Source: an optimization exercise on an open RTL-to-GDS flow (aim: small area, a short achievable clock period and few clock cycles per item). Production flows keep margins and buffers that such runs may drop. Only simulation tests tie the RTL to the original design; equivalence was not proved. No activity file was given, so power comes from the tool's default toggle rates.

==> flow/design.v <==
`timescale 1ns / 1ps
module restoringDividerFinal (
    input  logic        clk,
    input  logic        rst,
    input  logic        start,
    input  logic        toggle,
    input  logic        push,
    input  logic [15:0] user_input,
    output logic        valid,
    output logic [6:0]  seg,
    output logic [7:0]  an,
    output logic [15:0] quotient,
    output logic [15:0] remainder
);
    function automatic logic [3:0] msb_pos(input logic [15:0] v);
        logic [7:0] v8;
        logic [3:0] v4;
        logic [1:0] v2;
        msb_pos[3] = |v[15:8];
        v8 = msb_pos[3] ? v[15:8] : v[7:0];
        msb_pos[2] = |v8[7:4];
        v4 = msb_pos[2] ? v8[7:4] : v8[3:0];
        msb_pos[1] = |v4[3:2];
        v2 = msb_pos[1] ? v4[3:2] : v4[1:0];
        msb_pos[0] = v2[1];
    endfunction
    logic [15:0] divisor, dividend;
    logic [3:0]  pb, pa;            
    always_ff @(posedge clk or posedge rst) begin
        if (rst) begin
            divisor  <= 16'd0;
            dividend <= 16'd0;
            pb       <= 4'd0;
            pa       <= 4'd0;
        end else if (push) begin
            if (toggle) begin
                divisor <= user_input;
                pb      <= msb_pos(user_input);
            end else begin
                dividend <= user_input;
                pa       <= msb_pos(user_input);
            end
        end
    end
    logic [15:0] rem_reg;           
    logic [15:0] quo_reg;           
    logic        abit;              
    logic [3:0]  count;             
    logic        busy;
    logic [3:0]  m;                 
    logic        zero_q;            
    logic [15:0] init_rem;
    always_comb begin
        logic [4:0]  bw;            
        logic [15:0] sh;
        bw[0] = 1'b0;
        for (int i = 0; i < 4; i++) begin
            m[i]    = pa[i] ^ pb[i] ^ bw[i];
            bw[i+1] = (~pa[i] & pb[i]) | (~(pa[i] ^ pb[i]) & bw[i]);
        end
        zero_q = bw[4] || (divisor == 16'd0);
        sh = {1'b0, dividend[15:1]};
        if (m[0]) sh = {1'b0, sh[15:1]};
        if (m[1]) sh = {2'b0, sh[15:2]};
        if (m[2]) sh = {4'b0, sh[15:4]};
        if (m[3]) sh = {8'b0, sh[15:8]};
        init_rem = zero_q ? dividend : sh;
    end
    logic [16:0] shifted;
    logic [16:0] borrow;            
    logic [15:0] rem_sub;           
    logic        qbit;
    logic [3:0]  next_index;
    always_comb begin
        logic [16:0] g, t;
        shifted = {rem_reg, abit};
        g = ~shifted & {1'b0, divisor};       
        t = ~shifted | {1'b0, divisor};       
        for (int d = 1; d < 17; d = d * 2) begin
            for (int i = 16; i >= d; i--) begin
                g[i] = g[i] | (t[i] & g[i-d]);
                t[i] = t[i] & t[i-d];
            end
        end
        borrow     = {g[15:0], 1'b0};
        qbit       = ~g[16];
        rem_sub    = shifted[15:0] ^ ({16{qbit}} & (divisor ^ borrow[15:0]));
        next_index = busy ? count - 4'd1 : m;
    end
    always_ff @(posedge clk) begin
        if (busy) begin
            rem_reg <= rem_sub;
            quo_reg <= {quo_reg[14:0], qbit};
            count   <= count - 4'd1;
        end else begin
            rem_reg <= init_rem;
            quo_reg <= 16'd0;
            count   <= m;
        end
        abit <= dividend[next_index];
    end
    always_ff @(posedge clk or posedge rst) begin
        if (rst) begin
            busy  <= 1'b0;
            valid <= 1'b0;
        end else if (busy) begin
            busy  <= (count != 4'd0);
            valid <= (count == 4'd0);
        end else begin
            busy  <= start && !zero_q;
            valid <= start && zero_q;
        end
    end
    assign remainder = rem_reg;
    assign quotient  = quo_reg;
    logic [31:0] shown;                 
    logic [3:0]  div_count;             
    logic        phase;
    logic        scan_tick;             
    logic [7:0]  an_next;
    logic [3:0]  digit_next;
    logic [6:0]  seg_next;
    always_comb begin
        logic [3:0] new_digit, old_digit;
        an_next   = scan_tick ? {an[6:0], an[7]} : an;
        new_digit = 4'd0;
        old_digit = 4'd0;
        for (int i = 0; i < 4; i++) begin
            new_digit = new_digit | (remainder[i*4 +: 4] & {4{~an_next[i]}})
                                  | (quotient[i*4 +: 4]  & {4{~an_next[i+4]}});
            old_digit = old_digit | (shown[i*4 +: 4]      & {4{~an_next[i]}})
                                  | (shown[i*4+16 +: 4]   & {4{~an_next[i+4]}});
        end
        digit_next = valid ? new_digit : old_digit;
        case (digit_next)
            4'h0: seg_next = 7'b1000000;
            4'h1: seg_next = 7'b1111001;
            4'h2: seg_next = 7'b0100100;
            4'h3: seg_next = 7'b0110000;
            4'h4: seg_next = 7'b0011001;
            4'h5: seg_next = 7'b0010010;
            4'h6: seg_next = 7'b0000010;
            4'h7: seg_next = 7'b1111000;
            4'h8: seg_next = 7'b0000000;
            4'h9: seg_next = 7'b0011000;
            4'hA: seg_next = 7'b0001000;
            4'hB: seg_next = 7'b0000011;
            4'hC: seg_next = 7'b1000110;
            4'hD: seg_next = 7'b0100001;
            4'hE: seg_next = 7'b0000110;
            default: seg_next = 7'b0001110;
        endcase
    end
    always_ff @(posedge clk or posedge rst) begin
        if (rst) begin
            shown     <= 32'd0;
            div_count <= 4'd0;
            phase     <= 1'b0;
            scan_tick <= 1'b0;
            an        <= 8'b11111110;
            seg       <= 7'b1000000;
        end else begin
            if (valid) shown <= {quotient, remainder};
            if (div_count == 4'd10) begin
                div_count <= 4'd0;
                phase     <= ~phase;
            end else begin
                div_count <= div_count + 4'd1;
            end
            scan_tick <= (div_count == 4'd9) && !phase;
            an  <= an_next;
            seg <= seg_next;
        end
    end
endmodule
==> flow/flow/run.sh <==
#!/bin/bash
# The standard ORFS flow (standard.sh) with two changes:
#  - synthesis does not extract full/half adder cells (ABC maps that logic)
#  - port buffers are buf_1 cells (the resizer upsizes those that timing needs)
# make's full output goes to flow.log; ORFS keeps each step's log under orfs/logs.
bash standard.sh ADDER_MAP_FILE= "BUFFER_PORTS_ARGS=-buffer_cell sky130_fd_sc_hd__buf_1" finish > flow.log 2>&1
==> flow/standard.sh <==
#!/bin/bash
# synth_recipe.tcl (not shown) runs the flow's synth.tcl, then flattens the netlist and writes it again
# the make line also repeats each setting of config.mk as NAME=value (left out here)
make -C /OpenROAD-flow-scripts/flow DESIGN_CONFIG=/design/flow/config.mk WORK_HOME=/design/flow/orfs CLKGATE_MAP_FILE= SYNTH_SCRIPT=/design/flow/synth_recipe.tcl "${@:-finish}"
==> flow/config.mk <==
export PLATFORM = sky130hd
export DESIGN_NAME = restoringDividerFinal
export DESIGN_NICKNAME = restoringDividerFinal
export VERILOG_FILES = /design/flow/design.v
export SDC_FILE = /design/flow/constraint.sdc
export NUM_CORES = 4
export LEC_CHECK = 0
export CAP_MARGIN = 20
export CORE_MARGIN = 2
export CORE_UTILIZATION = 60
export SETUP_SLACK_MARGIN = 1.8
export SLEW_MARGIN = 20
==> flow/constraint.sdc <==
create_clock -name core_clock -period 4.0 [get_ports {clk}]
set_input_delay 0.8000 -clock core_clock [delete_from_list [all_inputs] [get_ports {clk}]]
set_output_delay 0.8000 -clock core_clock [all_outputs]
set_load 0.01 [all_outputs]
==> results of run 1 <==
-- critical path: stages, from the launching register on --
cell,delay (ps)
dfxtp_2,470
nand2b_4,90
nand4_1,130
nand4_1,230
o211ai_2,310
nand3_2,170
a211oi_4,310
buf_6,150
o221a_4,230
o31ai_2,90
xnor2_1,270
a21oi_1,100
-- power groups by stage --
stage / registers, W / clock network [W] / logic [W]
2_1_floorplan: 0.00216 / 0 / 0.00214
3_3_place_gp: 0.00232 / 0 / 0.00266
3_5_place_dp: 0.00233 / 0 / 0.00273
4_1_cts: 0.00234 / 0.00164 / 0.00334
5_1_grt: 0.00242 / 0.00169 / 0.00388
6_report: 0.00239 / 0.00163 / 0.00365
-- cell type report --
type                            instances  share of cell area
Tap cell                              143              0.0187
Clock inverter                         11              0.0154
Multi-Input combinational cell        484               0.474
Clock buffer                           21              0.0491
Sequential cell                       132               0.329
Inverter                               26              0.0106
Timing Repair Buffer                  148               0.103
-- cells by family (layout without fill, tap and decap cells) --
| family | count (synthesis) | in the layout | share of synthesized area |
|---|---|---|---|
| adder cells (fa/ha/maj) | 9 | 9 | 0.0131 |
| AO/OA/AOI/OAI | 160 | 161 | 0.167 |
| multiplexers | 104 | 105 | 0.176 |
| AND/OR/NAND/NOR | 170 | 171 | 0.122 |
| XOR/XNOR | 36 | 38 | 0.0483 |
| buffers and inverters | 57 | 206 | 0.0322 |
| flip-flops | 132 | 132 | 0.442 |
-- metal layers --
layer	vias up	routed length [um]
li1	2773	-
met5	-	0
met4	0	1130
met2	344	11100
met1	3215	8570
met3	100	1540
-- through the flow --
step | area [um^2] | setup slack, ps | power [W] | std cells
2_1_floorplan | 7270 | 1610 | 0.00430 | 668
4_1_cts | 9230 | 1370 | 0.00731 | 949
3_5_place_dp | 7630 | 1020 | 0.00506 | 854
5_1_grt | 9590 | 1170 | 0.00799 | 965
6_report | 9590 | 1290 | 0.00767 | 965
3_3_place_gp | 7630 | 1010 | 0.00498 | 854
-- timing repair --
item,4_1_cts,5_1_grt
cloned,5,0
pin swaps,67,48
setup buffers,58,16
resized for setup,91,60
setup endpoints to repair,29,29
-- worst paths after layout --
check                                         from               endpoint  cells past startpoint  slack [ps]
worst min register to register   phase$_DFFE_PP0P_    scan_tick$_DFF_PP0_                      1         460
min in group asynchronous                      rst  shown[20]$_DFFE_PP0P_                      2         490
worst min-delay path             phase$_DFFE_PP0P_    scan_tick$_DFF_PP0_                      1         460
worst max register to register  rem_reg[4]$_DFF_P_     rem_reg[9]$_DFF_P_                     11        1290
max in group asynchronous                      rst      pa[0]$_DFFE_PP0P_                      3        2720
worst max-delay path            rem_reg[4]$_DFF_P_     rem_reg[9]$_DFF_P_                     11        1290
-- synth_stat cells (3+ instances only) --
library cell / number
a211oi_1: 26
a21oi_1: 34
a221oi_1: 6
a222oi_1: 8
a22o_1: 3
a22oi_1: 10
a31oi_1: 4
and2_1: 20
and3_1: 5
clkbuf_1: 26
dfrtp_1: 87
dfstp_2: 8
dfxtp_1: 37
inv_1: 24
maj3_1: 7
mux2_2: 64
mux2i_1: 30
mux4_2: 10
nand2_1: 42
nand2b_1: 19
nand3_1: 11
nand4_1: 3
nor2_1: 29
nor2b_1: 15
nor3_1: 12
nor4_1: 8
o21ai_0: 26
o22ai_1: 3
o31ai_1: 6
o31ai_2: 6
xnor2_1: 18
xor2_1: 16
==> flow_metrics.env, run 1 <==
export IMPL_fin_util=0.836
export IMPL_clk_path_buf_depth=2
export IMPL_synth_edf_count=0
export IMPL_synth_seq_cells=132
export IMPL_skew_ps=7.03
export IMPL_syn_nets=689
export IMPL_fillers=644
export IMPL_antenna_found_initial=0
export IMPL_intPower_w=0.00458
export IMPL_path_max_fanout=6
export IMPL_drc=0
export IMPL_globalRoute_busiestLayer="met2"
export IMPL_synth_top_area_share=0.308
export IMPL_route_final_wire_length_um=22400
export IMPL_switching_power_w=0.00309
export IMPL_grt_pass1_wl_um=33800
export IMPL_finalSetupViolations=0
export IMPL_use_met2=0.571
export IMPL_cts_tree="yes"
export IMPL_io_pins=69
export IMPL_power_density_nw_per_um2=800
export IMPL_avgViaCountPerCell=6.67
export IMPL_required_ps=4280
export IMPL_finalSetupTns_ps=0
export IMPL_arrival_ps=2990
export IMPL_fin_nets=830
export IMPL_first_global_vias=6300
export IMPL_fin_crit_sh=0.677
export IMPL_drtIter0Drc=933
export IMPL_peakVddDrop_mv=0.608
export IMPL_cp_start_kind="flip-flop"
export IMPL_largest_register_ff_count=32
export IMPL_worst_pin_slew_ps=1070
export IMPL_cts_root_buf="clkbuf_16"
export IMPL_grt_usage=0.346
export IMPL_met1_usage=0.422
export IMPL_hpwl_um=13500
export IMPL_gp_congestion=0.980
export IMPL_core_area_um2=11500
export IMPL_rsz0062_at_grt="yes"
export IMPL_fp_dieArea_um2=12700
export IMPL_finalHoldWorstSlack_ps=462
export IMPL_grt_max_degree=64
export IMPL_drtAntennaViolNets=0
export IMPL_cts_sinks=132
export IMPL_synth_area_top_cells="dfrtp_1, dfxtp_1, mux2_2, mux2i_1, mux4_2"
export IMPL_relSlewSlack=0.280
export IMPL_gr_total_overflow=0
export IMPL_area_delta_synth_final_pct=35.4
export IMPL_path_class="reg -> reg"
export IMPL_synth_top_cell_by_area="dfrtp_1"
export IMPL_post_drt_wl_per_cell_um=23.2
export IMPL_pwr_share_comb=0.476
export IMPL_yosys_warnings=1
export IMPL_register_area_um2=3150
export IMPL_power_frac_seq=0.311
export IMPL_htree_levels=4
export IMPL_hold_violations=0
export IMPL_ys_flop_type="dfrtp_1"
export IMPL_cap_violations=0
export IMPL_postSynthAreaPerCell_um2=10.6
export IMPL_io_buffers=68
export IMPL_num_rows=39
export IMPL_synth_cell_types=66
export IMPL_grt_use_met3=0.0772
export IMPL_top_register="shown"
export IMPL_pwr_share_clk=0.213
export IMPL_num_vias=6432
export IMPL_num_antenna_cells=0
export IMPL_hp_class="reg -> reg"
export IMPL_fp_dieW_um=113
export IMPL_slew_violations=0
export IMPL_insertion_delay_ps=430
export IMPL_power_leakage_nw=3.94
export IMPL_status="complete, no violations"
export IMPL_start_util=0.617
export IMPL_clk_pin_slew_ps=60
export IMPL_layout_commonest_cell="dfrtp_1"
export IMPL_layout_common_cells="dfrtp_1, buf_1, mux2_2"
export IMPL_drive_gt1_frac=0.401
export IMPL_multi_input_area_um2=4540
export IMPL_syn_inst=668
export IMPL_ys_seq_area_frac=0.442
export IMPL_critPathCaptureType="flip-flop"
export IMPL_period_minus_slack_ps=2710
export IMPL_cts_made_buffers=17
export IMPL_syn_area_um2=7080
export IMPL_hold_buffers=0
export IMPL_die_h_um=113
export IMPL_max_freq_mhz=369
export IMPL_async_flop_share=0.720
export IMPL_switching_share=0.403
export IMPL_detail_route_first_pass_iterations=8
Testbench counts, summed over its fixed seeds: cycles 12,627, items 2,400.
==> run 2: changes to the inputs <==
--- a/flow/config.mk
+++ b/flow/config.mk
@@ -7,2 +7,3 @@
 export LEC_CHECK = 0
+export ABC_AREA = 1
 export CAP_MARGIN = 20
@@ -10,3 +11,3 @@
 export CORE_UTILIZATION = 60
-export SETUP_SLACK_MARGIN = 1.8
+export SETUP_SLACK_MARGIN = 2.2
 export SLEW_MARGIN = 20
==> flow_metrics.env, run 2 <==
export IMPL_num_vias=9156
export IMPL_grt_pass1_wl_um=41000
export IMPL_fillers=697
export IMPL_crit_slowest_cell="dfrtp_1"
export IMPL_avgViaCountPerCell=6.03
export IMPL_clk_path_buf_depth=2
export IMPL_route_final_wire_length_um=30600
export IMPL_layout_commonest_cell="nand2_1"
export IMPL_io_pins=69
export IMPL_yosys_warnings=1
export IMPL_cts_made_buffers=17
export IMPL_ys_flop_type="dfrtp_1"
export IMPL_p_total_w=0.00857
export IMPL_fp_dieW_um=118
export IMPL_period_minus_slack_ps=2090
export IMPL_detail_route_first_pass_iterations=6
export IMPL_cp_start_kind="flip-flop"
export IMPL_power_density_nw_per_um2=783
export IMPL_async_flop_share=0.720
export IMPL_synth_cell_types=47
export IMPL_gp_congestion=0.945
export IMPL_fin_cells=1519
export IMPL_postSynthAreaPerCell_um2=6.70
export IMPL_synth_top_area_share=0.280
export IMPL_synth_area_top_cells="dfrtp_1, nand2_1, dfxtp_1, o21ai_0, inv_1"
export IMPL_hpwl_um=16500
export IMPL_post_drt_wl_per_cell_um=20.2
export IMPL_finalSetupTns_ps=0
export IMPL_rrSetupSlack_ps=1910
export IMPL_synth_edf_count=0
export IMPL_num_antenna_cells=0
export IMPL_cts_sinks=132
export IMPL_top_register="shown"
export IMPL_drc=0
export IMPL_critPathCaptureType="flip-flop"
export IMPL_start_util=0.617
export IMPL_crit_top_cell="nand2_1"
export IMPL_fin_crit_sh=0.523
export IMPL_relSlewSlack=0.406
export IMPL_htree_levels=4
export IMPL_num_rows=41
export IMPL_arrival_ps=2460
export IMPL_synth_most_common_cell="nand2_1"
export IMPL_largest_register_ff_count=32
export IMPL_multi_input_area_um2=4800
export IMPL_syn_inst=1161
export IMPL_slew_violations=0
export IMPL_hold_violations=0
export IMPL_path_class="reg -> reg"
export IMPL_grt_usage=0.377
export IMPL_status="complete, no violations"
export IMPL_max_freq_mhz=478
export IMPL_core_area_um2=12600
export IMPL_cpPeakStageDelay_ps=420
export IMPL_min_path_cells=2
export IMPL_ys_seq_area_frac=0.402
export IMPL_synth_seq_cells=132
export IMPL_finalInstanceArea_um2=10900
export IMPL_drive_gt1_frac=0.335
export IMPL_area_delta_synth_final_pct=40.6
export IMPL_fp_dieArea_um2=13900
export IMPL_cts_root_buf="clkbuf_16"
export IMPL_drtIter0Drc=1143
export IMPL_first_global_vias=7903
export IMPL_hp_class="reg -> reg"
export IMPL_register_area_um2=3180
export IMPL_place_inst=1372
export IMPL_fin_nets=1355
export IMPL_gr_total_overflow=0
export IMPL_layout_common_cells="nand2_1, inv_1, o21ai_0"
export IMPL_syn_nets=1182
export IMPL_syn_area_um2=7780
export IMPL_cap_violations=0
export IMPL_insertion_delay_ps=430
export IMPL_power_leakage_nw=5.44
export IMPL_skew_ps=11.1
export IMPL_io_buffers=68
export IMPL_peakVddDrop_mv=0.490
export IMPL_rr_worst_depth=13
export IMPL_yosys_top_cells_count="nand2_1, inv_1, o21ai_0"
export IMPL_die_h_um=118
export IMPL_placed_area_um2=8120
export IMPL_synth_top_cell_by_area="dfrtp_1"
export IMPL_rsz0062_at_grt="yes"
export IMPL_clk_pin_slew_ps=60
export IMPL_worst_pin_slew_ps=889
export IMPL_grt_max_degree=43
export IMPL_drtAntennaViolNets=0
export IMPL_finalSetupViolations=0
export IMPL_cts_tree="yes"
export IMPL_required_ps=4370
export IMPL_fin_util=0.867
export IMPL_path_cells="inv_2 -> nand2_8 -> o21ai_4 -> buf_6 -> buf_8 -> buf_12 -> xor2_4 -> nand2_1 -> nand2_1 -> nand2_1 -> nand3_1 -> nand3_1 -> nand2_1"
export IMPL_antenna_found_initial=0
export IMPL_path_max_fanout=5
run 2: cell families after synthesis:
group,synth area share
buffers and inverters,0.107
flip-flops,0.402
AND/OR/NAND/NOR,0.331
XOR/XNOR,0.0201
AO/OA/AOI/OAI,0.140
run 2: through the flow:
step / setup slack [ps] / hold slack (ps)
after floorplan: 2090 / 429
after global placement: 1510 / 434
after detailed placement: 1580 / 434
after CTS: 2040 / 444
after global routing: 1830 / 470
final: 1910 / 439
run 2: layout make-up:
| class | count | share of cell area |
|---|---|---|
| clock inverters | 14 | 0.0183 |
| repair buffers | 180 | 0.129 |
| flip-flops and latches | 132 | 0.290 |
| repair inverters | 2 | 0.00183 |
| multi-input cells | 836 | 0.439 |
| clock buffers | 18 | 0.0392 |
| inverters | 165 | 0.0635 |
| well taps | 172 | 0.0197 |
run 2: critical path: cells and delay by family, from the launching register on:
family / cells / cell delay, ps
XOR/XNOR: 1 / 230
AND/OR/NAND/NOR: 7 / 660
AO/OA/AOI/OAI: 1 / 210
flip-flops: 1 / 420
buffers and inverters: 4 / 490
run 2: repair_timing:
item / CTS / global route
gates cloned: 7 / 2
pin swaps: 55 / 89
gates resized for setup: 188 / 201
hold buffers: 0 / 0
endpoints found under the setup margin: 76 / 67
setup buffers: 62 / 44
run 2: power by group:
group	switching [W]	leakage [nW]	internal [W]
Sequential	0.000340	1.48	0.00171
Combinational	0.00304	3.66	0.00177
Clock	0.000655	0.298	0.00105
run 2: worst paths after layout:
check | from | end
worst max-delay path | pa[0]$_DFFE_PP0P_ | rem_reg[2]$_DFF_P_
worst min register to register | quo_reg[9]$_SDFF_PN0_ | quo_reg[10]$_SDFF_PN0_
worst max register to register | pa[0]$_DFFE_PP0P_ | rem_reg[2]$_DFF_P_
worst min-delay path | quo_reg[9]$_SDFF_PN0_ | quo_reg[10]$_SDFF_PN0_
max in group asynchronous | rst | divisor[13]$_DFFE_PP0P_
min in group asynchronous | rst | div_count[0]$_DFF_PP0_
run 2: routing by layer:
metal,global-route usage,up-vias,share of wire
li1,-,4028,-
met1,0.454,4178,0.35
met2,0.638,728,0.48
met3,0.0756,222,0.098
met4,0.202,0,0.074
met5,0,-,0
==> run 3: changes to the inputs <==
--- a/flow/config.mk
+++ b/flow/config.mk
@@ -11,3 +11,3 @@
 export CORE_UTILIZATION = 60
-export SETUP_SLACK_MARGIN = 2.2
+export SETUP_SLACK_MARGIN = 1.9
 export SLEW_MARGIN = 20
==> flow_metrics.env, run 3 <==
export IMPL_synth_edf_count=0
export IMPL_post_drt_wl_per_cell_um=15.4
export IMPL_cp_start_kind="flip-flop"
export IMPL_fp_dieW_um=118
export IMPL_htree_levels=4
export IMPL_path_class="reg -> reg"
export IMPL_fp_dieArea_um2=13900
export IMPL_num_vias=7639
export IMPL_peakVddDrop_mv=0.489
export IMPL_finalInstanceArea_um2=8960
export IMPL_syn_inst=1161
export IMPL_clk_pin_slew_ps=60
export IMPL_synth_area_top_cells="dfrtp_1, nand2_1, dfxtp_1, o21ai_0, inv_1"
export IMPL_required_ps=4370
export IMPL_crit_family="simple AND/OR/NAND/NOR gates"
export IMPL_dpl_worst_slack_ps=1510
export IMPL_start_util=0.617
export IMPL_cap_violations=0
export IMPL_drtAntennaViolNets=0
export IMPL_worst_pin_slew_ps=555
export IMPL_placed_area_um2=8100
export IMPL_gr_total_overflow=0
export IMPL_register_area_um2=3140
export IMPL_synth_cell_types=47
export IMPL_cts_tree="yes"
export IMPL_drc=0
export IMPL_layout_common_cells="nand2_1, inv_1, o21ai_0"
export IMPL_io_pins=69
export IMPL_async_flop_share=0.720
export IMPL_path_cells="inv_2 -> nand2_4 -> nand2_4 -> o21ai_0 -> o21ai_0 -> nand2_1 -> nand2_1 -> nand3_1 -> o21ai_1 -> nand2_1 -> nand2_1"
export IMPL_largest_register_ff_count=32
export IMPL_arrival_ps=2360
export IMPL_period_minus_slack_ps=1990
export IMPL_fin_nets=1255
export IMPL_insertion_delay_ps=420
export IMPL_syn_area_um2=7780
export IMPL_skew_ps=5.22
export IMPL_antenna_found_initial=0
export IMPL_critPathCaptureType="flip-flop"
export IMPL_synth_top_cell_by_area="dfrtp_1"
export IMPL_crit_buf_inv=1
export IMPL_grt_max_degree=90
export IMPL_fin_ws_ps=2010
export IMPL_ys_flop_type="dfrtp_1"
export IMPL_grt_pass1_wl_um=34700
export IMPL_r2r_start="pa[0]$_DFFE_PP0P_"
export IMPL_first_global_vias=6963
export IMPL_postSynthAreaPerCell_um2=6.70
export IMPL_max_freq_mhz=502
export IMPL_crit_top_cell="nand2_1"
export IMPL_num_antenna_cells=0
export IMPL_crit_start="pa[0]$_DFFE_PP0P_"
export IMPL_fillers=1135
export IMPL_syn_nets=1182
export IMPL_hpwl_um=16400
export IMPL_clk_path_buf_depth=2
export IMPL_power_density_nw_per_um2=766
export IMPL_place_inst=1371
export IMPL_fin_cells=1419
export IMPL_route_final_wire_length_um=21900
export IMPL_layout_commonest_cell="nand2_1"
export IMPL_hold_violations=0
export IMPL_die_h_um=118
export IMPL_finalSetupTns_ps=0
export IMPL_drtIter0Drc=612
export IMPL_fin_crit_sh=0.498
export IMPL_path_max_fanout=30
export IMPL_rsz0062_at_grt="yes"
export IMPL_yosys_top_cells_count="nand2_1, inv_1, o21ai_0"
export IMPL_detail_route_first_pass_iterations=5
export IMPL_ys_seq_area_frac=0.402
export IMPL_avgViaCountPerCell=5.38
export IMPL_core_area_um2=12600
export IMPL_crit_slowest_cell="dfrtp_1"
export IMPL_cts_made_buffers=17
export IMPL_hp_class="in -> async"
export IMPL_io_buffers=68
export IMPL_top_register="shown"
export IMPL_gp_congestion=0.926
export IMPL_area_delta_synth_final_pct=15.2
export IMPL_synth_top_area_share=0.280
export IMPL_yosys_warnings=1
export IMPL_cts_sinks=132
export IMPL_multi_input_area_um2=3980
export IMPL_cts_root_buf="clkbuf_16"
export IMPL_power_leakage_nw=4.53
export IMPL_cpPeakStageDelay_ps=420
export IMPL_drive_gt1_frac=0.115
export IMPL_status="complete, no violations"
export IMPL_slew_violations=0
export IMPL_relSlewSlack=0.628
export IMPL_hold_buffers=0
export IMPL_synth_seq_cells=132
export IMPL_num_rows=41
export IMPL_synth_most_common_cell="nand2_1"
export IMPL_grt_usage=0.319
export IMPL_finalSetupViolations=0
==> run 3: cell counts after synthesis <==
Identical to the previous run, type by type.
==> run 3: cell families (layout without fill, tap and decap cells) <==
kind of cell | Yosys count | after routing | synth area share
AO/OA/AOI/OAI | 199 | 199 | 0.140
XOR/XNOR | 14 | 15 | 0.0201
buffers and inverters | 199 | 284 | 0.107
flip-flops | 132 | 132 | 0.402
AND/OR/NAND/NOR | 617 | 617 | 0.331
==> run 3: per-stage QoR <==
| stage | total power (W) | hold slack [ps] | util |
|---|---|---|---|
| finish | 0.00686 | 280 | 0.710 |
| global route | 0.00736 | 286 | 0.710 |
| CTS | 0.00662 | 273 | 0.692 |
| detailed placement | 0.00505 | 444 | 0.642 |
| global placement | 0.00502 | 436 | 0.642 |
| floorplan | 0.00430 | 429 | - |
==> run 3: metal layers <==
metal	vias up	global-route usage	part of all wire
met4	0	0.117	0.023
met5	-	0	0
met2	246	0.533	0.49
met1	3536	0.401	0.43
met3	42	0.0775	0.060
li1	3815	-	-
==> run 3: worst register-to-register path, stage by stage (launching register included) <==
cell and delay, ps:
dfrtp_1 420, inv_2 80, nand2_4 100, nand2_4 240
o21ai_0 170, o21ai_0 310, nand2_1 120, nand2_1 120
nand3_1 80, o21ai_1 100, nand2_1 120, nand2_1 90
==> run 3: final timing paths <==
check | to | slack, ps | cells past startpoint
min in group core_clock | quo_reg[10]$_SDFF_PN0_ | 460 | 2
max in group asynchronous | divisor[8]$_DFFE_PP0P_ | 2970 | 3
worst min register to register | quo_reg[10]$_SDFF_PN0_ | 460 | 2
worst min-delay path | div_count[2]$_DFF_PP0_ | 280 | 2
worst max register to register | rem_reg[8]$_DFF_P_ | 2010 | 11
worst max-delay path | rem_reg[8]$_DFF_P_ | 2010 | 11
==> run 3: where the power goes <==
| part | switching, W | internal (W) | leakage [nW] | total, W |
|---|---|---|---|---|
| clock network | 0.000600 | 0.000931 | 0.288 | 0.00153 |
| registers | 0.000315 | 0.00169 | 1.47 | 0.00200 |
| logic | 0.00223 | 0.00110 | 2.77 | 0.00333 |
==> run 3: layout make-up <==
| cell class | instances | area share |
|---|---|---|
| Multi-Input combinational cell | 831 | 0.444 |
| Tap cell | 172 | 0.0240 |
| Inverter | 165 | 0.0711 |
| Timing Repair Buffer | 87 | 0.0464 |
| Clock buffer | 23 | 0.0546 |
| Clock inverter | 9 | 0.0103 |
| Sequential cell | 132 | 0.350 |
==> run 3: what timing repair did <==
| action | CTS | global route |
|---|---|---|
| pin swaps | 1 | 5 |
| cloned | 0 | 1 |
| gates resized for setup | 7 | 38 |
| setup endpoints to repair | 24 | 38 |
| setup buffers | 1 | 14 |
==> run 4: changes to the inputs <==
--- a/flow/config.mk
+++ b/flow/config.mk
@@ -11,3 +11,3 @@
 export CORE_UTILIZATION = 60
-export SETUP_SLACK_MARGIN = 1.9
+export SETUP_SLACK_MARGIN = 2.0
 export SLEW_MARGIN = 20
==> flow_metrics.env, run 4 <==
export IMPL_rrSetupSlack_ps=2020
export IMPL_yosys_top_cells_count="nand2_1, inv_1, o21ai_0"
export IMPL_synth_top_cell_by_area="dfrtp_1"
export IMPL_placed_area_um2=8100
export IMPL_worst_pin_slew_ps=751
export IMPL_status="complete, no violations"
export IMPL_register_area_um2=3140
export IMPL_drtAntennaViolNets=0
export IMPL_post_drt_wl_per_cell_um=15.9
export IMPL_detail_route_first_pass_iterations=5
export IMPL_hpwl_um=16400
export IMPL_io_pins=69
export IMPL_htree_levels=4
export IMPL_num_rows=41
export IMPL_die_h_um=118
export IMPL_io_buffers=68
export IMPL_postSynthAreaPerCell_um2=6.70
export IMPL_syn_inst=1161
export IMPL_synth_cell_types=47
export IMPL_yosys_warnings=1
export IMPL_pwr_share_clk=0.213
export IMPL_grt_max_degree=90
export IMPL_rsz0062_at_grt="yes"
export IMPL_multi_input_area_um2=4120
export IMPL_grt_usage=0.321
export IMPL_gr_total_overflow=0
export IMPL_cts_root_buf="clkbuf_16"
export IMPL_place_inst=1371
export IMPL_clk_pin_slew_ps=60
export IMPL_period_minus_slack_ps=1980
export IMPL_ys_flop_type="dfrtp_1"
export IMPL_synth_seq_cells=132
export IMPL_drive_gt1_frac=0.161
export IMPL_cp_start_kind="flip-flop"
export IMPL_drc=0
export IMPL_fp_dieArea_um2=13900
export IMPL_path_class="reg -> reg"
export IMPL_synth_area_top_cells="dfrtp_1, nand2_1, dfxtp_1, o21ai_0, inv_1"
export IMPL_drtIter0Drc=621
export IMPL_cpPeakStageDelay_ps=400
export IMPL_antenna_found_initial=0
export IMPL_crit_family="simple AND/OR/NAND/NOR gates"
export IMPL_switching_share=0.461
export IMPL_hp_class="in -> async"
export IMPL_cap_violations=0
export IMPL_synth_most_common_cell="nand2_1"
export IMPL_start_util=0.617
export IMPL_power_frac_seq=0.281
export IMPL_pwr_share_comb=0.506
export IMPL_switching_power_w=0.00332
export IMPL_cts_tree="yes"
export IMPL_async_flop_share=0.720
export IMPL_core_area_um2=12600
export IMPL_clk_path_buf_depth=2
export IMPL_slew_violations=0
export IMPL_fin_ws_ps=2020
export IMPL_hold_buffers=0
export IMPL_intPower_w=0.00388
export IMPL_power_density_nw_per_um2=772
export IMPL_crit_slowest_cell="dfxtp_1"
export IMPL_power_leakage_nw=4.68
export IMPL_required_ps=4320
export IMPL_syn_area_um2=7780
export IMPL_finalSetupTns_ps=0
export IMPL_dpl_worst_slack_ps=1510
export IMPL_path_cells="inv_1 -> nand2_1 -> nand2_1 -> nand2_1 -> nand2_1 -> nand2_1 -> nand2_1 -> nand2_2 -> nand2_2 -> nor2_4 -> clkbuf_16 -> nand4_1 -> nand3_1 -> nand2_1"
export IMPL_area_delta_synth_final_pct=19.9
export IMPL_peakVddDrop_mv=0.550
export IMPL_fillers=1065
export IMPL_fp_dieW_um=118
export IMPL_synth_edf_count=0
export IMPL_syn_nets=1182
export IMPL_fin_nets=1277
export IMPL_max_freq_mhz=506
export IMPL_num_vias=7820
export IMPL_num_antenna_cells=0
export IMPL_grt_pass1_wl_um=34900
export IMPL_arrival_ps=2290
export IMPL_crit_buf_inv=2
export IMPL_crit_top_cell="nand2_1"
export IMPL_gp_congestion=0.926
export IMPL_finalSetupViolations=0
export IMPL_cts_made_buffers=17
export IMPL_route_final_wire_length_um=22900
export IMPL_first_global_vias=7022
export IMPL_top_register="shown"
export IMPL_synth_top_area_share=0.280
export IMPL_insertion_delay_ps=430
export IMPL_finalInstanceArea_um2=9330
export IMPL_cts_sinks=132
export IMPL_avgViaCountPerCell=5.43
export IMPL_critPathCaptureType="flip-flop"
export IMPL_largest_register_ff_count=32
export IMPL_skew_ps=5.47
export IMPL_layout_commonest_cell="nand2_1"
export IMPL_fin_cells=1441
export IMPL_hold_violations=0
export IMPL_ys_seq_area_frac=0.402
export IMPL_path_max_fanout=6
export IMPL_fin_crit_sh=0.494
export IMPL_relSlewSlack=0.498
export IMPL_layout_common_cells="nand2_1, inv_1, o21ai_0"
## run 4: cell counts after synthesis
Identical to the previous run, type by type.
## run 4: worst paths after layout
path | to | depth (start not counted) | from
setup reg to reg | rem_reg[13]$_DFF_P_ | 14 | rem_reg[2]$_DFF_P_
max in group asynchronous | pb[0]$_DFFE_PP0P_ | 3 | rst
min in group core_clock | quo_reg[10]$_SDFF_PN0_ | 2 | quo_reg[9]$_SDFF_PN0_
setup / recovery | rem_reg[13]$_DFF_P_ | 14 | rem_reg[2]$_DFF_P_
hold reg to reg | quo_reg[10]$_SDFF_PN0_ | 2 | quo_reg[9]$_SDFF_PN0_
hold / removal | div_count[2]$_DFF_PP0_ | 2 | rst
## run 4: kinds of logic (layout without fill, tap and decap cells)
logic type,after synthesis,after routing,share of synthesized area
and+or+nand+nor,617,619,0.331
AOI/OAI and AO/OA,199,200,0.140
buffers and inverters,199,304,0.107
DFF,132,132,0.402
xor gates and xnor gates,14,14,0.0201
## run 4: power groups by stage
stage / Clock (W) / Combinational [W] / Sequential [W]
global route: 0.00160 / 0.00404 / 0.00206
finish: 0.00153 / 0.00364 / 0.00203
detailed placement: 0 / 0.00304 / 0.00202
floorplan: 0 / 0.00233 / 0.00197
CTS: 0.00154 / 0.00320 / 0.00200
global placement: 0 / 0.00300 / 0.00201
## run 4: per-stage QoR
stage / total power, W / utilization / hold slack (ps)
3_3_place_gp: 0.00502 / 0.642 / 436
2_1_floorplan: 0.00430 / - / 429
4_1_cts: 0.00675 / 0.702 / 273
5_1_grt: 0.00770 / 0.739 / 285
3_5_place_dp: 0.00505 / 0.642 / 444
6_report: 0.00720 / 0.739 / 279
## run 4: area by class of cell
cell class,count,share of cell area
repair buffers,107,0.0682
clock buffers,23,0.0524
inverters,165,0.0685
multi-input cells,833,0.441
clock inverters,9,0.00992
well taps,172,0.0231
flip-flops and latches,132,0.337
## run 4: timing repair
action / in CTS / in global routing
pin swaps: 5 / 21
buffers inserted: 10 / 24
endpoints found under the setup margin: 37 / 29
resized for setup: 20 / 83
gates cloned: 0 / 4
## run 4: routing by layer
| layer | GRT usage | wire length [um] | share of wire |
|---|---|---|---|
| met1 | 0.399 | 9120 | 0.40 |
| met2 | 0.541 | 11200 | 0.49 |
| met3 | 0.0795 | 1830 | 0.080 |
| met4 | 0.120 | 715 | 0.031 |
| met5 | 0 | 0 | 0 |
==> run 5: changes to the inputs <==
--- a/flow/config.mk
+++ b/flow/config.mk
@@ -11,2 +11,3 @@
 export CORE_UTILIZATION = 60
+export CTS_BUF_LIST = sky130_fd_sc_hd__clkbuf_4 sky130_fd_sc_hd__clkbuf_8
 export SETUP_SLACK_MARGIN = 2.0
==> flow_metrics.env, run 5 <==
export IMPL_status="complete, no violations"
export IMPL_relSlewSlack=0.660
export IMPL_finalSetupTns_ps=0
export IMPL_synth_top_cell_by_area="dfrtp_1"
export IMPL_io_buffers=68
export IMPL_finalSetupViolations=0
export IMPL_grt_max_degree=90
export IMPL_fin_nets=1275
export IMPL_grt_pass1_wl_um=34700
export IMPL_die_h_um=118
export IMPL_fin_ws_ps=1990
export IMPL_dpl_worst_slack_ps=1510
export IMPL_antenna_found_initial=0
export IMPL_drive_gt1_frac=0.173
export IMPL_power_density_nw_per_um2=746
export IMPL_synth_area_top_cells="dfrtp_1, nand2_1, dfxtp_1, o21ai_0, inv_1"
export IMPL_cpPeakStageDelay_ps=420
export IMPL_synth_edf_count=0
export IMPL_synth_seq_cells=132
export IMPL_finalInstanceArea_um2=9190
export IMPL_path_cells="inv_2 -> nand2_4 -> nand2_2 -> nor2_4 -> nand2_1 -> inv_1 -> nand4_1 -> buf_4 -> nand3_4 -> o21ai_0 -> nand3_1 -> nand2_1"
export IMPL_num_antenna_cells=0
export IMPL_cts_tree="yes"
export IMPL_path_class="reg -> reg"
export IMPL_yosys_top_cells_count="nand2_1, inv_1, o21ai_0"
export IMPL_skew_ps=9.43
export IMPL_cp_start_kind="flip-flop"
export IMPL_critPathCaptureType="flip-flop"
export IMPL_first_global_vias=6995
export IMPL_layout_common_cells="nand2_1, inv_1, o21ai_0"
export IMPL_largest_register_ff_count=32
export IMPL_synthMuxAreaShare=0
export IMPL_drc=0
export IMPL_crit_slowest_cell="dfrtp_1"
export IMPL_area_delta_synth_final_pct=18.1
export IMPL_arrival_ps=2360
export IMPL_placed_area_um2=8100
export IMPL_num_rows=41
export IMPL_fillers=1098
export IMPL_synth_compound_area_frac=0.140
export IMPL_clk_path_buf_depth=2
export IMPL_gp_congestion=0.926
export IMPL_clk_pin_slew_ps=80
export IMPL_synth_top_area_share=0.280
export IMPL_fp_dieArea_um2=13900
export IMPL_synth_most_common_cell="nand2_1"
export IMPL_synth_top_family_by_area="simple AND/OR/NAND/NOR gates"
export IMPL_rsz0062_at_grt="yes"
export IMPL_io_pins=69
export IMPL_max_freq_mhz=498
export IMPL_post_drt_wl_per_cell_um=15.7
export IMPL_fp_dieW_um=118
export IMPL_drtIter0Drc=580
export IMPL_power_leakage_nw=4.59
export IMPL_hp_class="in -> async"
export IMPL_syn_area_um2=7780
export IMPL_cts_made_buffers=17
export IMPL_required_ps=4350
export IMPL_fin_crit_sh=0.502
export IMPL_worst_pin_slew_ps=511
export IMPL_peakVddDrop_mv=0.405
export IMPL_synth_simple_gate_area_frac=0.331
export IMPL_avgViaCountPerCell=5.43
export IMPL_top_register="shown"
export IMPL_async_flop_share=0.720
export IMPL_hold_violations=0
export IMPL_start_util=0.617
export IMPL_cts_root_buf="clkbuf_8"
export IMPL_syn_inst=1161
export IMPL_layout_commonest_cell="nand2_1"
export IMPL_register_area_um2=3150
export IMPL_cts_sinks=132
export IMPL_crit_top_cell="nand2_1"
export IMPL_detail_route_first_pass_iterations=5
export IMPL_num_vias=7817
export IMPL_htree_levels=4
export IMPL_synth_fa_ha_area_frac=0
export IMPL_grt_usage=0.320
export IMPL_syn_nets=1182
export IMPL_multi_input_area_um2=4180
export IMPL_synth_cell_types=47
export IMPL_yosys_warnings=1
export IMPL_drtAntennaViolNets=0
export IMPL_period_minus_slack_ps=2010
export IMPL_gr_total_overflow=0
export IMPL_core_area_um2=12600
export IMPL_path_max_fanout=10
export IMPL_cap_violations=0
export IMPL_slew_violations=0
export IMPL_hpwl_um=16400
export IMPL_synth_xor_area_frac=0.0201
export IMPL_ys_seq_area_frac=0.402
export IMPL_insertion_delay_ps=460
export IMPL_postSynthAreaPerCell_um2=6.70
export IMPL_route_final_wire_length_um=22600
export IMPL_ys_flop_type="dfrtp_1"
-- run 5: cell counts after synthesis --
Identical to the previous run, type by type.
-- run 5: final cells by class --
type                    instances  share of cell area
inverters                     165              0.0696
well taps                     172              0.0234
repair buffers                105              0.0656
clock buffers                  22              0.0309
clock inverters                10              0.0133
multi-input cells             833               0.454
flip-flops and latches        132               0.343
-- run 5: what timing repair did --
item / 4_1_cts / 5_1_grt
hold buffers: 0 / 0
buffers inserted: 8 / 24
endpoints found under the setup margin: 25 / 39
cloned: 0 / 4
gates resized for setup: 18 / 102
pin swaps: 4 / 27
-- run 5: metal layers --
metal	up-vias	part of all wire	global-route usage
met5	-	0	0
met4	0	0.033	0.117
met3	71	0.065	0.0824
met2	291	0.49	0.534
met1	3595	0.41	0.400
li1	3860	-	-
-- run 5: path summary, 6_finish.rpt --
path                                        start                     end  slack, ps  cells after the start
setup / recovery           divisor[9]$_DFFE_PP0P_     rem_reg[11]$_DFF_P_       1990                     12
hold / removal                                rst  div_count[0]$_DFF_PP0_        240                      2
setup reg to reg           divisor[9]$_DFFE_PP0P_     rem_reg[11]$_DFF_P_       1990                     12
hold reg to reg             quo_reg[9]$_SDFF_PN0_  quo_reg[10]$_SDFF_PN0_        460                      2
max in group asynchronous                     rst       pb[0]$_DFFE_PP0P_       3000                      3
min in group core_clock     quo_reg[9]$_SDFF_PN0_  quo_reg[10]$_SDFF_PN0_        460                      2
-- run 5: cells by family (layout without fill, tap and decap cells) --
logic type / Yosys count / after routing
DFF: 132 / 132
AOI/OAI and AO/OA: 199 / 199
buffers and inverters: 199 / 302
and+or+nand+nor: 617 / 619
xor gates and xnor gates: 14 / 15
-- run 5: critical path, delay by kind of cell, from the launching register on --
| family | cells | cell delay (ps) |
|---|---|---|
| buffers and inverters | 3 | 430 |
| AO/OA/AOI/OAI | 1 | 130 |
| AND/OR/NAND/NOR | 8 | 910 |
| flip-flops | 1 | 420 |
-- run 5: power breakdown --
| group | switching, W | internal, W |
|---|---|---|
| Combinational | 0.00242 | 0.00127 |
| Clock | 0.000552 | 0.000614 |
| Sequential | 0.000308 | 0.00169 |
-- run 5: stage by stage --
stage	hold slack (ps)	std cells	utilization	total power, W
after floorplan	429	1161	-	0.00430
after global placement	436	1371	0.642	0.00502
after detailed placement	444	1371	0.642	0.00505
after CTS	228	1411	0.686	0.00635
after global routing	231	1439	0.728	0.00735
final	238	1439	0.728	0.00686
==> run 6: changes to the inputs <==
--- a/flow/config.mk
+++ b/flow/config.mk
@@ -12,3 +12,3 @@
 export CTS_BUF_LIST = sky130_fd_sc_hd__clkbuf_4 sky130_fd_sc_hd__clkbuf_8
-export SETUP_SLACK_MARGIN = 2.0
+export SETUP_SLACK_MARGIN = 1.8
 export SLEW_MARGIN = 20
==> flow_metrics.env, run 6 <==
export IMPL_route_final_wire_length_um=21500
export IMPL_pwr_share_clk=0.182
export IMPL_postSynthAreaPerCell_um2=6.70
export IMPL_gp_congestion=0.926
export IMPL_insertion_delay_ps=460
export IMPL_synth_most_common_cell="nand2_1"
export IMPL_period_minus_slack_ps=2100
export IMPL_use_met2=0.534
export IMPL_register_area_um2=3130
export IMPL_fin_util=0.686
export IMPL_power_density_nw_per_um2=740
export IMPL_max_freq_mhz=476
export IMPL_critPathCaptureType="flip-flop"
export IMPL_grt_use_met3=0.0809
export IMPL_fin_nets=1244
export IMPL_avgViaCountPerCell=5.34
export IMPL_top_register="shown"
export IMPL_synth_seq_cells=132
export IMPL_pwr_share_comb=0.504
export IMPL_syn_nets=1182
export IMPL_antenna_found_initial=0
export IMPL_finalSetupTns_ps=0
export IMPL_slew_violations=0
export IMPL_cts_tree="yes"
export IMPL_cp_start_kind="flip-flop"
export IMPL_async_flop_share=0.720
export IMPL_intPower_w=0.00335
export IMPL_path_class="reg -> reg"
export IMPL_hold_violations=0
export IMPL_num_rows=41
export IMPL_layout_commonest_cell="nand2_1"
export IMPL_fp_dieArea_um2=13900
export IMPL_met1_usage=0.399
export IMPL_power_leakage_nw=4.40
export IMPL_worst_pin_slew_ps=756
export IMPL_synth_cell_types=47
export IMPL_fp_dieW_um=118
export IMPL_required_ps=4400
export IMPL_die_h_um=118
export IMPL_synth_top_cell_by_area="dfrtp_1"
export IMPL_core_area_um2=12600
export IMPL_grt_max_degree=90
export IMPL_drtIter0Drc=521
export IMPL_ys_flop_type="dfrtp_1"
export IMPL_post_drt_wl_per_cell_um=15.3
export IMPL_drc=0
export IMPL_clk_pin_slew_ps=80
export IMPL_power_frac_seq=0.314
export IMPL_synth_edf_count=0
export IMPL_skew_ps=11.0
export IMPL_largest_register_ff_count=32
export IMPL_drtAntennaViolNets=0
export IMPL_num_vias=7513
export IMPL_multi_input_area_um2=3920
export IMPL_yosys_warnings=1
export IMPL_peakVddDrop_mv=0.395
export IMPL_fin_crit_sh=0.525
export IMPL_syn_area_um2=7780
export IMPL_htree_levels=4
export IMPL_grt_usage=0.318
export IMPL_synth_top_area_share=0.280
export IMPL_cts_made_buffers=17
export IMPL_path_max_fanout=5
export IMPL_finalSetupViolations=0
export IMPL_detail_route_first_pass_iterations=6
export IMPL_drive_gt1_frac=0.0963
export IMPL_area_delta_synth_final_pct=11.2
export IMPL_io_pins=69
export IMPL_arrival_ps=2500
export IMPL_fillers=1195
export IMPL_hold_buffers=0
export IMPL_io_buffers=68
export IMPL_relSlewSlack=0.494
export IMPL_synth_area_top_cells="dfrtp_1, nand2_1, dfxtp_1, o21ai_0, inv_1"
export IMPL_switching_power_w=0.00306
export IMPL_yosys_top_cells_count="nand2_1, inv_1, o21ai_0"
export IMPL_cts_root_buf="clkbuf_8"
export IMPL_num_antenna_cells=0
export IMPL_first_global_vias=6919
export IMPL_status="complete, no violations"
export IMPL_gr_total_overflow=0
export IMPL_globalRoute_busiestLayer="met2"
export IMPL_grt_pass1_wl_um=34600
export IMPL_hp_class="in -> async"
export IMPL_hpwl_um=16400
export IMPL_layout_common_cells="nand2_1, inv_1, o21ai_0"
export IMPL_syn_inst=1161
export IMPL_cts_sinks=132
export IMPL_start_util=0.617
export IMPL_switching_share=0.478
export IMPL_clk_path_buf_depth=2
export IMPL_cap_violations=0
export IMPL_rsz0062_at_grt="yes"
export IMPL_ys_seq_area_frac=0.402
[run 6: cell counts after synthesis]
Identical to the previous run, type by type.
[run 6: metal layers]
metal | routed length, um | up-vias
li1 | - | 3784
met5 | 0 | -
met4 | 539 | 0
met1 | 9030 | 3435
met2 | 10500 | 251
met3 | 1490 | 43
[run 6: cells by family (layout without fill, tap and decap cells)]
family                 Yosys count  in the layout  synth area share
AND/OR/NAND/NOR                617            617             0.331
AO/OA/AOI/OAI                  199            199             0.140
buffers and inverters          199            274             0.107
flip-flops                     132            132             0.402
XOR/XNOR                        14             14            0.0201
[run 6: layout make-up]
cell class | instances | area share
clock buffers | 22 | 0.0328
clock inverters | 10 | 0.0142
inverters | 165 | 0.0736
flip-flops and latches | 132 | 0.362
well taps | 172 | 0.0249
repair buffers | 77 | 0.0402
multi-input cells | 830 | 0.452
[run 6: worst paths after layout]
kind,start,endpoint,slack (ps),depth (start not counted)
setup reg to reg,divisor[0]$_DFFE_PP0P_,rem_reg[14]$_DFF_P_,1900,12
setup / recovery,divisor[0]$_DFFE_PP0P_,rem_reg[14]$_DFF_P_,1900,12
hold / removal,rst,div_count[3]$_DFF_PP0_,240,2
max in group asynchronous,rst,valid$_DFF_PP0_,3040,3
min in group core_clock,quo_reg[6]$_SDFF_PN0_,quo_reg[7]$_SDFF_PN0_,460,2
hold reg to reg,quo_reg[6]$_SDFF_PN0_,quo_reg[7]$_SDFF_PN0_,460,2
[run 6: power groups by stage]
stage	clock network, W	registers (W)	logic, W
floorplan	0	0.00197	0.00233
global placement	0	0.00201	0.00300
detailed placement	0	0.00202	0.00304
CTS	0.00117	0.00200	0.00307
global route	0.00123	0.00205	0.00363
finish	0.00117	0.00201	0.00323
[run 6: timing repair]
item	CTS	global route
resized for setup	5	16
hold endpoints to repair	0	0
setup endpoints to repair	17	28
setup buffers	0	5
pin swaps	0	2
[run 6: through the flow]
step	hold WS (ps)	std cells	worst slack, ps	power, W	instance area, um^2
2_1_floorplan	429	1161	2030	0.00430	7780
3_3_place_gp	436	1371	1520	0.00502	8100
3_5_place_dp	444	1371	1510	0.00505	8100
4_1_cts	228	1403	1800	0.00624	8540
5_1_grt	231	1408	1790	0.00691	8660
6_report	236	1408	1900	0.00640	8660
[run 6: worst max-delay path, cell delays in order (launching register included)]
cell,delay (ps)
dfrtp_1,340
inv_1,100
nor2_2,250
nand2_1,80
o21ai_0,260
nand2_1,110
nand3_1,170
nand2_1,110
nand3_1,120
nand2_1,90
o21ai_0,240
nand3_1,110
nand2_1,80
==> run 7: changes to the inputs <==
--- a/flow/config.mk
+++ b/flow/config.mk
@@ -12,3 +12,3 @@
 export CTS_BUF_LIST = sky130_fd_sc_hd__clkbuf_4 sky130_fd_sc_hd__clkbuf_8
-export SETUP_SLACK_MARGIN = 1.8
+export SETUP_SLACK_MARGIN = 1.9
 export SLEW_MARGIN = 20
==> flow_metrics.env, run 7 <==
export IMPL_cap_violations=0
export IMPL_synth_cell_types=47
export IMPL_path_cells="inv_1 -> nand2_2 -> nand2_4 -> o21ai_4 -> buf_4 -> xnor2_4 -> buf_4 -> o21ai_2 -> inv_1 -> nand2_1 -> nand2_1 -> o21a_1"
export IMPL_die_h_um=118
export IMPL_synth_top_area_share=0.280
export IMPL_rr_worst_depth=12
export IMPL_pwr_share_comb=0.510
export IMPL_gp_congestion=0.926
export IMPL_top_register="shown"
export IMPL_layout_common_cells="nand2_1, inv_1, o21ai_0"
export IMPL_peakVddDrop_mv=0.387
export IMPL_fp_dieArea_um2=13900
export IMPL_intPower_w=0.00338
export IMPL_rrSetupSlack_ps=1990
export IMPL_area_delta_synth_final_pct=12.5
export IMPL_drtIter0Drc=561
export IMPL_status="complete, no violations"
export IMPL_clk_pin_slew_ps=70
export IMPL_cpPeakStageDelay_ps=380
export IMPL_r2r_start="pa[1]$_DFFE_PP0P_"
export IMPL_path_class="reg -> reg"
export IMPL_path_max_fanout=12
export IMPL_route_final_wire_length_um=21600
export IMPL_grt_usage=0.318
export IMPL_core_area_um2=12600
export IMPL_fin_crit_sh=0.503
export IMPL_r2r_end="abit$_DFF_P_"
export IMPL_cp_start_kind="flip-flop"
export IMPL_io_buffers=68
export IMPL_drtAntennaViolNets=0
export IMPL_cts_tree="yes"
export IMPL_max_freq_mhz=497
export IMPL_htree_levels=4
export IMPL_finalSetupTns_ps=0
export IMPL_pwr_share_clk=0.181
export IMPL_switching_share=0.476
export IMPL_num_antenna_cells=0
export IMPL_drc=0
export IMPL_crit_slowest_cell="dfrtp_1"
export IMPL_fin_cells=1418
export IMPL_clk_path_buf_depth=2
export IMPL_grt_pass1_wl_um=34600
export IMPL_post_drt_wl_per_cell_um=15.2
export IMPL_synth_top_cell_by_area="dfrtp_1"
export IMPL_power_leakage_nw=4.45
export IMPL_cts_sinks=132
export IMPL_fp_dieW_um=118
export IMPL_synth_edf_count=0
export IMPL_start_util=0.617
export IMPL_fin_util=0.693
export IMPL_power_density_nw_per_um2=737
export IMPL_ys_flop_type="dfrtp_1"
export IMPL_switching_power_w=0.00307
export IMPL_first_global_vias=6931
export IMPL_relSlewSlack=0.494
export IMPL_hpwl_um=16400
export IMPL_finalHoldWorstSlack_ps=239
export IMPL_largest_register_ff_count=32
export IMPL_synth_seq_cells=132
export IMPL_io_pins=69
export IMPL_skew_ps=9.86
export IMPL_avgViaCountPerCell=5.35
export IMPL_rsz0062_at_grt="yes"
export IMPL_detail_route_first_pass_iterations=6
export IMPL_crit_family="compound AO/OA/AOI/OAI gates"
export IMPL_syn_inst=1161
export IMPL_place_inst=1371
export IMPL_cts_root_buf="clkbuf_8"
export IMPL_fin_nets=1254
export IMPL_p_total_w=0.00645
export IMPL_layout_commonest_cell="nand2_1"
export IMPL_synth_area_top_cells="dfrtp_1, nand2_1, dfxtp_1, o21ai_0, inv_1"
export IMPL_period_minus_slack_ps=2010
export IMPL_finalSetupViolations=0
export IMPL_grt_max_degree=90
export IMPL_antenna_found_initial=0
export IMPL_async_flop_share=0.720
export IMPL_hold_buffers=0
export IMPL_num_rows=41
export IMPL_worst_pin_slew_ps=757
export IMPL_power_frac_seq=0.309
export IMPL_required_ps=4360
export IMPL_ys_seq_area_frac=0.402
export IMPL_postSynthAreaPerCell_um2=6.70
export IMPL_drive_gt1_frac=0.112
export IMPL_gr_total_overflow=0
export IMPL_yosys_warnings=1
export IMPL_yosys_top_cells_count="nand2_1, inv_1, o21ai_0"
export IMPL_synth_most_common_cell="nand2_1"
export IMPL_crit_buf_inv=4
export IMPL_cts_made_buffers=17
export IMPL_hold_violations=0
export IMPL_hp_class="in -> async"
export IMPL_arrival_ps=2370
export IMPL_syn_nets=1182
export IMPL_slew_violations=0
export IMPL_num_vias=7584
export IMPL_insertion_delay_ps=460
export IMPL_critPathCaptureType="flip-flop"
export IMPL_syn_area_um2=7780
[run 7: cell counts after synthesis]
Identical to the previous run, type by type.
[run 7: power groups by stage]
stage | sequential (W) | clock (W) | combinational [W]
after global routing | 0.00203 | 0.00123 | 0.00370
after global placement | 0.00201 | 0 | 0.00300
after detailed placement | 0.00202 | 0 | 0.00304
after CTS | 0.00200 | 0.00117 | 0.00308
final | 0.00199 | 0.00117 | 0.00329
after floorplan | 0.00197 | 0 | 0.00233
[run 7: stage by stage]
stage	cell area, um^2	setup WS [ps]
floorplan	7780	2030
global placement	8100	1520
detailed placement	8100	1510
CTS	8560	1800
global route	8750	1840
finish	8750	1990
[run 7: routing by layer]
layer	up-vias	GRT usage	wire (um)
met2	246	0.534	10600
li1	3806	-	-
met4	0	0.108	564
met5	-	0	0
met3	45	0.0809	1350
met1	3487	0.399	9050
[run 7: repair_timing]
item | in CTS | in global routing
pin swaps | 1 | 5
endpoints found under the hold margin | 0 | 0
resized for setup | 9 | 26
setup endpoints to repair | 25 | 38
buffers inserted | 1 | 14
[run 7: final cells by class]
class,count,area (um^2)
multi-input combinational,830,3950
fill,1177,3870
sequential,132,3130
inverter,165,637
timing repair buffer,87,412
clock buffer,22,284
tap,172,215
clock inverter,10,123
[run 7: how the worst max path moves through the flow]
stage | start | end | slack [ps] | cells after the start
final | pa[1]$_DFFE_PP0P_ | abit$_DFF_P_ | 1990 | 12
after global routing | pa[1]$_DFFE_PP0P_ | rem_reg[9]$_DFF_P_ | 1840 | 12
after CTS | valid$_DFF_PP0_ | valid | 1800 | 1
after detailed placement | toggle | divisor[0]$_DFFE_PP0P_ | 1510 | 5
after global placement | toggle | pb[2]$_DFFE_PP0P_ | 1520 | 5
after floorplan | user_input[14] | pb[0]$_DFFE_PP0P_ | 2030 | 12
[run 7: logic make-up (layout without fill, tap and decap cells)]
logic type | Yosys count | in the layout | share of synthesized area
simple gates | 617 | 617 | 0.331
compound gates | 199 | 199 | 0.140
buf+inv | 199 | 284 | 0.107
flops | 132 | 132 | 0.402
xor+xnor | 14 | 14 | 0.0201
==> run 8: changes to the inputs <==
==> flow/run.sh (new file) <==
#!/bin/bash
# synth_recipe.tcl (not shown) runs the flow's synth.tcl, then flattens the netlist and writes it again
# the make line also repeats each setting of config.mk as NAME=value (left out here)
make -C /OpenROAD-flow-scripts/flow DESIGN_CONFIG=/design/flow/config.mk WORK_HOME=/design/flow/orfs CLKGATE_MAP_FILE= SYNTH_SCRIPT=/design/flow/synth_recipe.tcl finish
--- a/flow/config.mk
+++ b/flow/config.mk
@@ -7,3 +7,2 @@
 export LEC_CHECK = 0
-export ABC_AREA = 1
 export CAP_MARGIN = 20
@@ -11,4 +10,3 @@
 export CORE_UTILIZATION = 60
-export CTS_BUF_LIST = sky130_fd_sc_hd__clkbuf_4 sky130_fd_sc_hd__clkbuf_8
-export SETUP_SLACK_MARGIN = 1.9
+export SETUP_SLACK_MARGIN = 1.8
 export SLEW_MARGIN = 20
removed: flow/flow/run.sh
removed: flow/standard.sh
==> flow_metrics.env, run 8 <==
export IMPL_io_buffers=68
export IMPL_layout_common_cells="dfrtp_1, mux2_2, buf_4"
export IMPL_cp_start_kind="flip-flop"
export IMPL_insertion_delay_ps=430
export IMPL_num_rows=39
export IMPL_htree_levels=4
export IMPL_fp_dieW_um=113
export IMPL_cts_tree="yes"
export IMPL_synth_simple_gate_area_frac=0.112
export IMPL_period_minus_slack_ps=2840
export IMPL_gr_total_overflow=0
export IMPL_hold_start="phase$_DFFE_PP0P_"
export IMPL_fp_dieArea_um2=12700
export IMPL_path_max_fanout=6
export IMPL_grt_pass1_wl_um=35300
export IMPL_synth_edf_count=0
export IMPL_rsz0062_at_grt="yes"
export IMPL_finalSetupViolations=0
export IMPL_syn_nets=716
export IMPL_synthMuxAreaShare=0.175
export IMPL_gp_congestion=0.978
export IMPL_start_util=0.617
export IMPL_fin_crit_sh=0.710
export IMPL_rrSetupSlack_ps=1160
export IMPL_hpwl_um=14300
export IMPL_required_ps=4300
export IMPL_finalSetupTns_ps=0
export IMPL_syn_area_um2=7080
export IMPL_top_register="shown"
export IMPL_first_global_vias=6525
export IMPL_hold_violations=0
export IMPL_async_flop_share=0.720
export IMPL_hp_class="reg -> reg"
export IMPL_peakVddDrop_mv=0.572
export IMPL_drtIter0Drc=644
export IMPL_finalInstanceArea_um2=10100
export IMPL_yosys_warnings=1
export IMPL_synth_xor_area_frac=0.0383
export IMPL_clk_pin_slew_ps=60
export IMPL_route_final_wire_length_um=24600
export IMPL_antenna_found_initial=0
export IMPL_fin_util=0.882
export IMPL_rr_worst_depth=12
export IMPL_largest_register_ff_count=32
export IMPL_drtAntennaViolNets=0
export IMPL_placed_area_um2=8230
export IMPL_slew_violations=0
export IMPL_hold_buffers=0
export IMPL_power_leakage_nw=4.40
export IMPL_synth_most_common_cell="dfrtp_1"
export IMPL_finalHoldWorstSlack_ps=506
export IMPL_detail_route_first_pass_iterations=6
export IMPL_num_vias=6539
export IMPL_synth_cell_types=67
export IMPL_core_area_um2=11500
export IMPL_synth_compound_area_frac=0.166
export IMPL_path_class="reg -> reg"
export IMPL_p_total_w=0.00797
export IMPL_synth_top_cell_by_area="dfrtp_1"
export IMPL_synth_seq_cells=132
export IMPL_r2r_start="pa[0]$_DFFE_PP0P_"
export IMPL_post_drt_wl_per_cell_um=25.0
export IMPL_die_h_um=113
export IMPL_cts_sinks=132
export IMPL_status="complete, no violations"
export IMPL_grt_max_degree=54
export IMPL_arrival_ps=3140
export IMPL_worst_pin_slew_ps=1250
export IMPL_r2r_end="rem_reg[1]$_DFF_P_"
export IMPL_clk_path_buf_depth=2
export IMPL_synth_top_family_by_area="multiplexers"
export IMPL_drc=0
export IMPL_syn_inst=684
export IMPL_postSynthAreaPerCell_um2=10.4
export IMPL_yosys_top_cells_count="dfrtp_1, mux2_2, a21oi_1"
export IMPL_cts_made_buffers=17
export IMPL_cts_root_buf="clkbuf_16"
export IMPL_skew_ps=10.5
export IMPL_layout_commonest_cell="dfrtp_1"
export IMPL_power_density_nw_per_um2=788
export IMPL_synth_top_area_share=0.307
export IMPL_relSlewSlack=0.170
export IMPL_synth_fa_ha_area_frac=0.0300
export IMPL_hold_path_endpoint="scan_tick$_DFF_PP0_"
export IMPL_critPathCaptureType="flip-flop"
export IMPL_area_delta_synth_final_pct=42.9
export IMPL_io_pins=69
export IMPL_grt_usage=0.366
export IMPL_avgViaCountPerCell=6.63
export IMPL_ys_flop_type="dfrtp_1"
export IMPL_synth_area_top_cells="dfrtp_1, mux2_2, dfxtp_1, mux2i_1, a21oi_1"
export IMPL_drive_gt1_frac=0.440
export IMPL_cap_violations=0
export IMPL_ys_seq_area_frac=0.442
export IMPL_min_path_cells=1
export IMPL_fin_nets=863
export IMPL_max_freq_mhz=352
export IMPL_num_antenna_cells=0
-- run 8: changes by cell type in the layout (fill, tap and decap cells not counted), sizes merged, moves of 23 or more --
| cell | before | now |
|---|---|---|
| mux2i | 0 | 36 |
| o21ai | 152 | 35 |
| clkdlybuf4s50 | 0 | 34 |
| mux2 | 0 | 71 |
| a21oi | 27 | 54 |
| nor2 | 67 | 32 |
| xnor2 | 6 | 29 |
| nand2 | 458 | 48 |
| inv | 165 | 38 |
| nand3 | 63 | 5 |
-- run 8: layout make-up --
type / count / area (um^2)
multi-input cells: 484 / 4500
flip-flops and latches: 132 / 3190
repair buffers: 156 / 1520
fillers: 518 / 1350
clock buffers: 21 / 450
well taps: 143 / 179
inverters: 40 / 166
clock inverters: 11 / 105
-- run 8: worst max-delay path, stage by stage (launching register included) --
cell,delay (ps)
dfrtp_1,370
inv_1,60
ha_2,160
inv_2,40
fa_2,330
fa_2,350
inv_2,70
fa_2,480
buf_6,170
buf_4,140
a211oi_2,200
a211oi_2,50
a21oi_1,310
-- run 8: logic make-up after synthesis --
family	after synthesis
DFF	132
and+or+nand+nor	155
AOI/OAI and AO/OA	171
buffers and inverters	69
adders and majority gates	16
xor gates and xnor gates	31
muxes	110
-- run 8: stage by stage --
| step | std cells | worst slack [ps] |
|---|---|---|
| floorplan | 684 | 1420 |
| global placement | 876 | 900 |
| detailed placement | 876 | 847 |
| CTS | 972 | 1210 |
| global route | 987 | 1020 |
| finish | 987 | 1160 |
-- run 8: worst max path at each step --
stage | startpoint | cells after the start | slack [ps] | end
2_1_floorplan | pa[0]$_DFFE_PP0P_ | 13 | 1420 | rem_reg[4]$_DFF_P_
3_3_place_gp | pb[0]$_DFFE_PP0P_ | 11 | 900 | rem_reg[6]$_DFF_P_
3_5_place_dp | pb[0]$_DFFE_PP0P_ | 10 | 850 | rem_reg[13]$_DFF_P_
4_1_cts | pa[0]$_DFFE_PP0P_ | 14 | 1210 | rem_reg[4]$_DFF_P_
5_1_grt | pa[0]$_DFFE_PP0P_ | 12 | 1020 | rem_reg[1]$_DFF_P_
6_report | pa[0]$_DFFE_PP0P_ | 12 | 1160 | rem_reg[1]$_DFF_P_
-- run 8: metal layers --
metal	GRT usage	part of all wire	up-vias
li1	-	-	2792
met1	0.412	0.35	3190
met2	0.620	0.50	422
met3	0.0821	0.070	135
met4	0.245	0.074	0
met5	0	0	-
-- run 8: repair_timing --
| item | in CTS | in global routing |
|---|---|---|
| pin swaps | 21 | 36 |
| buffers inserted | 62 | 14 |
| endpoints found under the setup margin | 61 | 49 |
| cloned | 2 | 1 |
| resized for setup | 113 | 109 |
-- run 8: report_power, final --
group          switching [W]  total, W  internal, W
registers           0.000577   0.00233      0.00176
logic                0.00207   0.00416      0.00209
clock network       0.000606   0.00148     0.000872
total                0.00325   0.00797      0.00472

==> port drivers added, routing unchanged <==
The results above use ideal ports. As a check the final layouts listed here were re-extracted and re-timed, cells and wires unchanged.
Step 1 assumes that a clkbuf_16 drives the clock port and a buf_2 every other input.
Step 2 adds t to the input delays and takes it off the output delays; t is the mean of the earliest and latest rising clock arrival at the registers after step 1. Input paths then give back, and output paths get back, about the clock's delay inside the block.
Three values: ideal ports, drivers, drivers and shift; two values: the first two.
run | t, ns | setup slack, ns | worst hold slack (ns) | pins driven straight from the clock port
run 1 | 0.464 | 1.291 / 1.291 / 1.192 | 0.462 / 0.462 / 0.462 | 1
run 2 | 0.474 | 1.910 / 1.910 / 1.682 | 0.439 / 0.439 / 0.439 | 1
run 3 | 0.466 | 2.010 / 1.993 / 1.685 | 0.280 / 0.255 / 0.460 | 1
run 4 | 0.466 | 2.023 / 1.995 / 1.684 | 0.279 / 0.256 / 0.460 | 1
run 5 | 0.495 | 1.993 / 1.993 / 1.683 | 0.238 / 0.220 / 0.462 | 1
run 6 | 0.491 | 1.901 / 1.869 / 1.577 | 0.236 / 0.219 / 0.462 | 1
run 7 | 0.496 | 1.989 / 1.958 / 1.570 | 0.239 / 0.222 / 0.462 | 1
run 8 | 0.470 | 1.159 / 1.159 / 1.159 | 0.506 / 0.506 / 0.506 | 1
After both steps setup and hold are still met in every run listed. For run 7, which loses most, drivers alone change the setup slack by -0.031 ns; drivers and shift together by -0.419 ns.
